This is an optimization exercise on Yosys and OpenROAD, whose aim is small area, a short achievable clock period and few clock cycles per item, not a production implementation. RTL that was checked went through simulation tests only; none was proved equivalent to the original. Power figures rest on the tool's default switching activity, not on a simulated workload.

## main
Design divider, start of the top module:
module divider #
(
    parameter   [16:0] REGMASK = (17'b1_1111_1111_1111_1110)
)(
    input           i_rstn          ,
    input           i_sclk          ,
    input           i_input_valid   ,
    input   [15:0]  i_dividend      ,
    input   [15:0]  i_divisor       ,
    output          o_output_valid  ,
    output  [15:0]  o_quotient      ,
    output  [15:0]  o_remainder
);
Size in the first run: about 2,100 cells after synthesis, ~650 flip-flops, about 68 I/O pins.
clock: 5.5 ns
lec_check: 0
abc_area: 1
cap_margin: 20
core_margin: 2
core_utilization: 65
cts_cluster_diameter: 80
cts_cluster_size: 30
place_density: 0.75
setup_slack_margin: 3.5
slew_margin: 20
standard.sh (not shown) runs the stock make flow with config.mk's settings and CLKGATE_MAP_FILE= SYNTH_SCRIPT=/design/flow/synth_recipe.tcl, a recipe that flattens the netlist after the stock synthesis.
==> flow/flow/run.sh <==
#!/bin/bash
# Standard synthesis, unchanged; then the standard layout with port buffers
# that the resizer may resize (no footprint matching).
set -e
bash standard.sh synth > synth.log 2>&1
bash standard.sh MATCH_CELL_FOOTPRINT=0 "BUFFER_PORTS_ARGS=-buffer_cell sky130_fd_sc_hd__buf_4" finish > layout.log 2>&1
main: flow completed, timing, DRC and antenna clean
Input changes introduced in the feature branch (baseline for comparison: main):
Settings: a change of CORE_UTILIZATION from 65 to 45; a change of SETUP_SLACK_MARGIN from 3.5 to 3.3; a change of PLACE_DENSITY from 0.75 to 0.6.
[summary]
The feature branch against main: power in sequential cells flat; pre-CTS setup slack down 0.011 ns; routed wirelength normalized by instance count down 1.5 um; overall power after layout up 6.2%.
main tops out at a lower clock frequency than the feature branch.
As of the feature branch, number of buffers created by CTS had risen by more than a quarter compared to main.
Relative to main, the feature branch degrades switching power.
No run of this note included a check of the RTL's function; only the layout flow was run.

* * *

Setup of alpha:
Another version of the RTL of divider (not shown whole).
Size in the first run: ~580 flip-flops.
==> flow/config.mk <==
export PLATFORM = sky130hd
export DESIGN_NAME = divider
export DESIGN_NICKNAME = divider
export VERILOG_FILES = /design/flow/design.v
export SDC_FILE = /design/flow/constraint.sdc
export NUM_CORES = 4
export LEC_CHECK = 0
export ABC_CLOCK_PERIOD_IN_PS = 2200
export CAP_MARGIN = 20
export CORE_MARGIN = 2
export CORE_UTILIZATION = 45
export PLACE_DENSITY = 0.6
export SETUP_SLACK_MARGIN = 3.3
export SLEW_MARGIN = 20
==> flow/constraint.sdc <==
create_clock -name core_clock -period 5.5 [get_ports {i_sclk}]
set_input_delay 1.1000 -clock core_clock [delete_from_list [all_inputs] [get_ports {i_sclk}]]
set_output_delay 1.1000 -clock core_clock [all_outputs]
set_load 0.01 [all_outputs]
run.sh (not shown) runs the stock make flow with config.mk's settings and CLKGATE_MAP_FILE= SYNTH_SCRIPT=/design/flow/synth_recipe.tcl, a recipe that flattens the netlist after the stock synthesis.
Stock flow here: none of the scripts above is used.
alpha: all stages complete, timing, DRC and antenna checks passed
## Diff of input files: beta against alpha
Settings: a deleted ABC_CLOCK_PERIOD_IN_PS that had been 2200; a deleted SETUP_SLACK_MARGIN that had been 3.3.
--- outcome ---
- Wire length on met3 (beta vs. alpha) decreases by more than 10%
- beta vs. alpha: setup slack of the critical path after layout moved down; area of placed instances moved down.
- The lower final weighted congestion in routability-driven placement came out of beta.
- Going from alpha to beta, proportion of cell area occupied by registers went up by 3.7 points, first-pass GRT wire length went down by 9.3%, clock share of power went up by 3.6 points, combinational share of power went down by 3.8 points, post-route cell area went down by 7.5%.
Function was not checked in any run of this note: the RTL went through the layout flow alone.

* * *

v42:
The RTL this note starts from:
==> flow/design.v <==
`timescale 10ns / 100ps
module divider #
(
    parameter   [16:0] REGMASK = (17'b1_1111_1111_1110_1000)
)(
    input           i_rstn          ,
    input           i_sclk          ,
    input           i_input_valid   ,
    input   [15:0]  i_dividend      ,
    input   [15:0]  i_divisor       ,
    output          o_output_valid  ,
    output  [15:0]  o_quotient      ,
    output  [15:0]  o_remainder
);
    wire    [15:0]  w_rem [0:16];
    wire    [15:0]  w_aq  [0:16];    
    wire    [15:0]  w_dvs [0:16];
    wire    [16:0]  w_vld;
    wire    [15:0]  s_rem [0:16];
    wire    [15:0]  s_aq  [0:16];
    wire    [15:0]  s_dvs [0:16];
    wire    [16:0]  s_vld;
    assign w_rem[0] = 16'd0;
    assign w_aq[0]  = i_dividend;
    assign w_dvs[0] = i_divisor;
    assign w_vld[0] = i_input_valid;
    genvar k;
    generate for (k = 0; k <= 16; k = k + 1) begin : stage
        if (k >= 1) begin : row
            wire    [k-1:0] x  = (k == 1) ? s_aq[k-1][15] : {s_rem[k-1][k-2 >= 0 ? k-2 : 0:0], s_aq[k-1][15]};
            wire    [k-1:0] bl = s_dvs[k-1][k-1:0];
            localparam integer L = 7;                  
            wire    [k-1:0] gi = x & ~bl;            
            wire    [k-1:0] ti = x | ~bl;            
            wire    [k-1:0] gg [0:L];
            wire    [k-1:0] pp [0:L];
            assign gg[0] = {gi[k-1:1], 1'b1};
            assign pp[0] = {ti[(k > 1 ? k-2 : 0):0], 1'b0};
            genvar l, j;
            for (l = 0; l < L; l = l + 1) begin : lvl
                for (j = 0; j < k; j = j + 1) begin : bt
                    localparam integer s  = (l < 4) ? l : 6 - l;
                    localparam integer ok = (l < 4) ? ((j + 1) % (2 << s) == 0)
                                                    : ((j + 1) % (2 << s) == (1 << s) && j >= (2 << s));
                    if (ok) begin : comb
                        localparam integer m = j - (1 << s);
                        assign gg[l+1][j] = gg[l][j] | (pp[l][j] & gg[l][m]);
                        assign pp[l+1][j] = pp[l][j] & pp[l][m];
                    end else begin : pass
                        assign gg[l+1][j] = gg[l][j];
                        assign pp[l+1][j] = pp[l][j];
                    end
                end
            end
            wire    [k:0]   c  = {ti & gg[L], 1'b1};
            wire            hz = (k == 16) ? 1'b1 : ~|(s_dvs[k-1] >> k);
            wire            q  = hz & c[k];
            wire    [k-1:0] r  = x ^ ({k{q}} & ~(bl ^ c[k-1:0]));
            assign w_rem[k] = {{(16-k){1'b0}}, r};
            assign w_aq[k]  = {s_aq[k-1][14:0], q};
            assign w_dvs[k] = s_dvs[k-1];
            assign w_vld[k] = s_vld[k-1];
        end
        if (REGMASK[k]) begin : pipe
            reg         r_vld;
            reg [15:0]  r_aq;
            always @(posedge i_sclk or negedge i_rstn)
                if (!i_rstn) r_vld <= 1'b0;
                else         r_vld <= w_vld[k];
            always @(posedge i_sclk)
                r_aq <= w_aq[k];
            assign s_vld[k] = r_vld;
            assign s_aq[k]  = r_aq;
            if (k >= 1) begin : rem
                reg [k-1:0] r_rem;
                always @(posedge i_sclk)
                    r_rem <= w_rem[k][k-1:0];
                assign s_rem[k] = {{(16-k){1'b0}}, r_rem};
            end else begin : norem
                assign s_rem[k] = 16'd0;
            end
            if (k < 16) begin : dvs
                reg [15:0] r_dvs;
                always @(posedge i_sclk)
                    r_dvs <= w_dvs[k];
                assign s_dvs[k] = r_dvs;
            end else begin : nodvs
                assign s_dvs[k] = 16'd0;
            end
        end else begin : thru
            assign s_vld[k] = w_vld[k];
            assign s_aq[k]  = w_aq[k];
            assign s_rem[k] = w_rem[k];
            assign s_dvs[k] = w_dvs[k];
        end
    end
    endgenerate
    assign o_output_valid = s_vld[16];
    assign o_quotient     = s_aq[16];
    assign o_remainder    = s_rem[16];
endmodule
clock: 5.5 ns
lec_check: 0
abc_area: 1
cap_margin: 20
core_margin: 2
core_utilization: 50
cts_cluster_diameter: 80
cts_cluster_size: 30
gpl_timing_driven: 0
place_density: 0.65
setup_slack_margin: 3.3
slew_margin: 20
standard.sh (not shown) runs the stock make flow with config.mk's settings and CLKGATE_MAP_FILE= SYNTH_SCRIPT=/design/flow/synth_recipe.tcl, a recipe that flattens the netlist after the stock synthesis.
Scripts as last shown in full above: flow/flow/run.sh
Testbench counts of v42, summed over its fixed seeds: cycles 16,104, items 16,000.
The following lists how v53 was set up differently from v42:
diff --git a/flow/config.mk b/flow/config.mk
--- a/flow/config.mk
+++ b/flow/config.mk
@@ -9,9 +9,8 @@
 export CAP_MARGIN = 20
 export CORE_MARGIN = 2
-export CORE_UTILIZATION = 50
+export CORE_UTILIZATION = 55
 export CTS_CLUSTER_DIAMETER = 80
 export CTS_CLUSTER_SIZE = 30
-export GPL_TIMING_DRIVEN = 0
-export PLACE_DENSITY = 0.65
+export PLACE_DENSITY = 0.7
 export SETUP_SLACK_MARGIN = 3.3
 export SLEW_MARGIN = 20
Looking at critical setup path kind, the primary input to register result is from v42; the register to primary output one comes from v53.
v53 vs. v42: final core utilization higher; worst setup timing slack at the placement stage went up; routed wire length dropped 3.1%.
[inputs] v39 vs v53
diff --git a/flow/config.mk b/flow/config.mk
--- a/flow/config.mk
+++ b/flow/config.mk
@@ -7,10 +7,10 @@
 export LEC_CHECK = 0
 export ABC_AREA = 1
-export CAP_MARGIN = 20
+export CAP_MARGIN = 5
 export CORE_MARGIN = 2
-export CORE_UTILIZATION = 55
+export CORE_UTILIZATION = 45
 export CTS_CLUSTER_DIAMETER = 80
 export CTS_CLUSTER_SIZE = 30
-export PLACE_DENSITY = 0.7
+export PLACE_DENSITY = 0.6
 export SETUP_SLACK_MARGIN = 3.3
-export SLEW_MARGIN = 20
+export SLEW_MARGIN = 5
### Flow results
- Number of global-route vias before repair of v39 is on par with v53.
- [compare] base=v53 new=v39: count of vias placed by the detailed router shows a reduction of about 0.46%, setup slack -0.0054 ns, cell area after layout moved up, total of flip-flops plus latches after synthesis was more or less identical, switching part of the total power picked up an extra 0.53 points.
- Compared to v53, the routing of v39 uses more wire.
- Per the comparison of v39 with v53, final total power moved up, area used by sequential logic in the layout neither gained nor lost much.
#### Input delta (v10 over v39)
diff --git a/flow/config.mk b/flow/config.mk
--- a/flow/config.mk
+++ b/flow/config.mk
@@ -7,5 +7,5 @@
 export LEC_CHECK = 0
 export ABC_AREA = 1
-export CAP_MARGIN = 5
+export CAP_MARGIN = 20
 export CORE_MARGIN = 2
 export CORE_UTILIZATION = 45
@@ -13,4 +13,4 @@
 export CTS_CLUSTER_SIZE = 30
 export PLACE_DENSITY = 0.6
-export SETUP_SLACK_MARGIN = 3.3
-export SLEW_MARGIN = 5
+export SETUP_SLACK_MARGIN = 3.36
+export SLEW_MARGIN = 20
Notes after the runs:
v10 against v39: sequential share of layout area down 0.63 points; leakage dissipation rose about 0.75%; met1 layer wirelength in the final routing fell about 1.2%; core utilization rose 0.76 points. Between v39 and v10, the setup slack after layout does not differ in any meaningful way. Between v39 and v10, the difference in total power is negligible. Final routed wire length divided by cell count, v39 and v10: lower on v39. Lower detailed-placement wirelength estimate among v39 and v10: v39. v10 -> v39: biggest cell delay along the critical path flat.
### v10 -> v21
diff --git a/flow/config.mk b/flow/config.mk
--- a/flow/config.mk
+++ b/flow/config.mk
@@ -12,5 +12,6 @@
 export CTS_CLUSTER_DIAMETER = 80
 export CTS_CLUSTER_SIZE = 30
+export GPL_TIMING_DRIVEN = 0
 export PLACE_DENSITY = 0.6
-export SETUP_SLACK_MARGIN = 3.36
+export SETUP_SLACK_MARGIN = 3.3
 export SLEW_MARGIN = 20
==> notes.md <==
Taking v10 as the reference, in v21 sequential share of layout area moved up; sum of routed wire segments on met1 increased about 0.55%.
Core utilization (higher): v10
v21 improves on v10 in wire length of the first global-routing pass.
Between v10 and v21, the fraction of standard cell area in multi-input logic figures differ only marginally.
When the final numbers for v21 and v10 were put side by side, the number of vias after detailed routing turned out to be greater in v10.
Total chip power: v21 vs v10 down 2.0%
Between v10 and v21, the flow reports post-route cell area decreasing by a few percent.
On combinational group share of total power, the higher figure sits with v10, not v21.
> inputs changed (v21 -> v59)
diff --git a/flow/config.mk b/flow/config.mk
--- a/flow/config.mk
+++ b/flow/config.mk
@@ -12,4 +12,5 @@
 export CTS_CLUSTER_DIAMETER = 80
 export CTS_CLUSTER_SIZE = 30
+export GPL_ROUTABILITY_DRIVEN = 0
 export GPL_TIMING_DRIVEN = 0
 export PLACE_DENSITY = 0.6
## What came out
- From v21 to v59, number of post-CTS setup repair buffers did not move at all.
- Total detailed-routing wirelength: v59 vs v21 identical
- Going from v21 to v59, final total negative setup slack has remained practically unchanged; die area has remained practically unchanged; number of sinks on the clock net has remained practically unchanged; total power has remained practically unchanged.
- From v59 to v21, fraction of synthesized cell area in xor and xnor cells did not move at all.
- v21 and v59 ended up with nearly the same met3 routing resource usage after global routing.
- Internal power summed over all cells delta (v21 -> v59): insignificant

-- static timing again, ports no longer ideal --
No port has a modelled driver above. Below, the same layouts with a new extraction and two added sets of constraints. Step 1, drivers: a clkbuf_16 drives i_sclk and a buf_2 each remaining input, both assumed. Step 2, shift: input delay + t, output delay - t, t = (earliest + latest rising clock arrival at the registers) / 2. This alone moves slack from input paths to output paths. a / b / c = no drivers / after step 1 / after step 2; a / b = the first two.
run	shift t [ns]	slack for setup (ns)	worst setup path at the end
main	0.615	3.309 / 3.262 / 3.387	input to register
the feature branch	0.615	3.342 / 3.289 / 3.419	input to register
alpha	0.652	2.220 / 2.247 / 1.595	input to register
beta	0.652	1.157 / 1.190 / 0.538	input to register
v42	0.602	3.318 / 3.283 / 2.742	input to register
v53	0.604	3.330 / 3.280 / 2.769	input to register
v39	0.623	3.325 / 3.275 / 2.873	input to register
v10	0.615	3.323 / 3.272 / 2.762	input to register
v21	0.608	3.324 / 3.275 / 2.789	input to register
v59	0.608	3.324 / 3.275 / 2.789	input to register
After both steps every run listed still meets setup and hold. The setup slack of alpha, which loses most, moves by +0.027 ns with the drivers and by -0.625 ns with both steps.
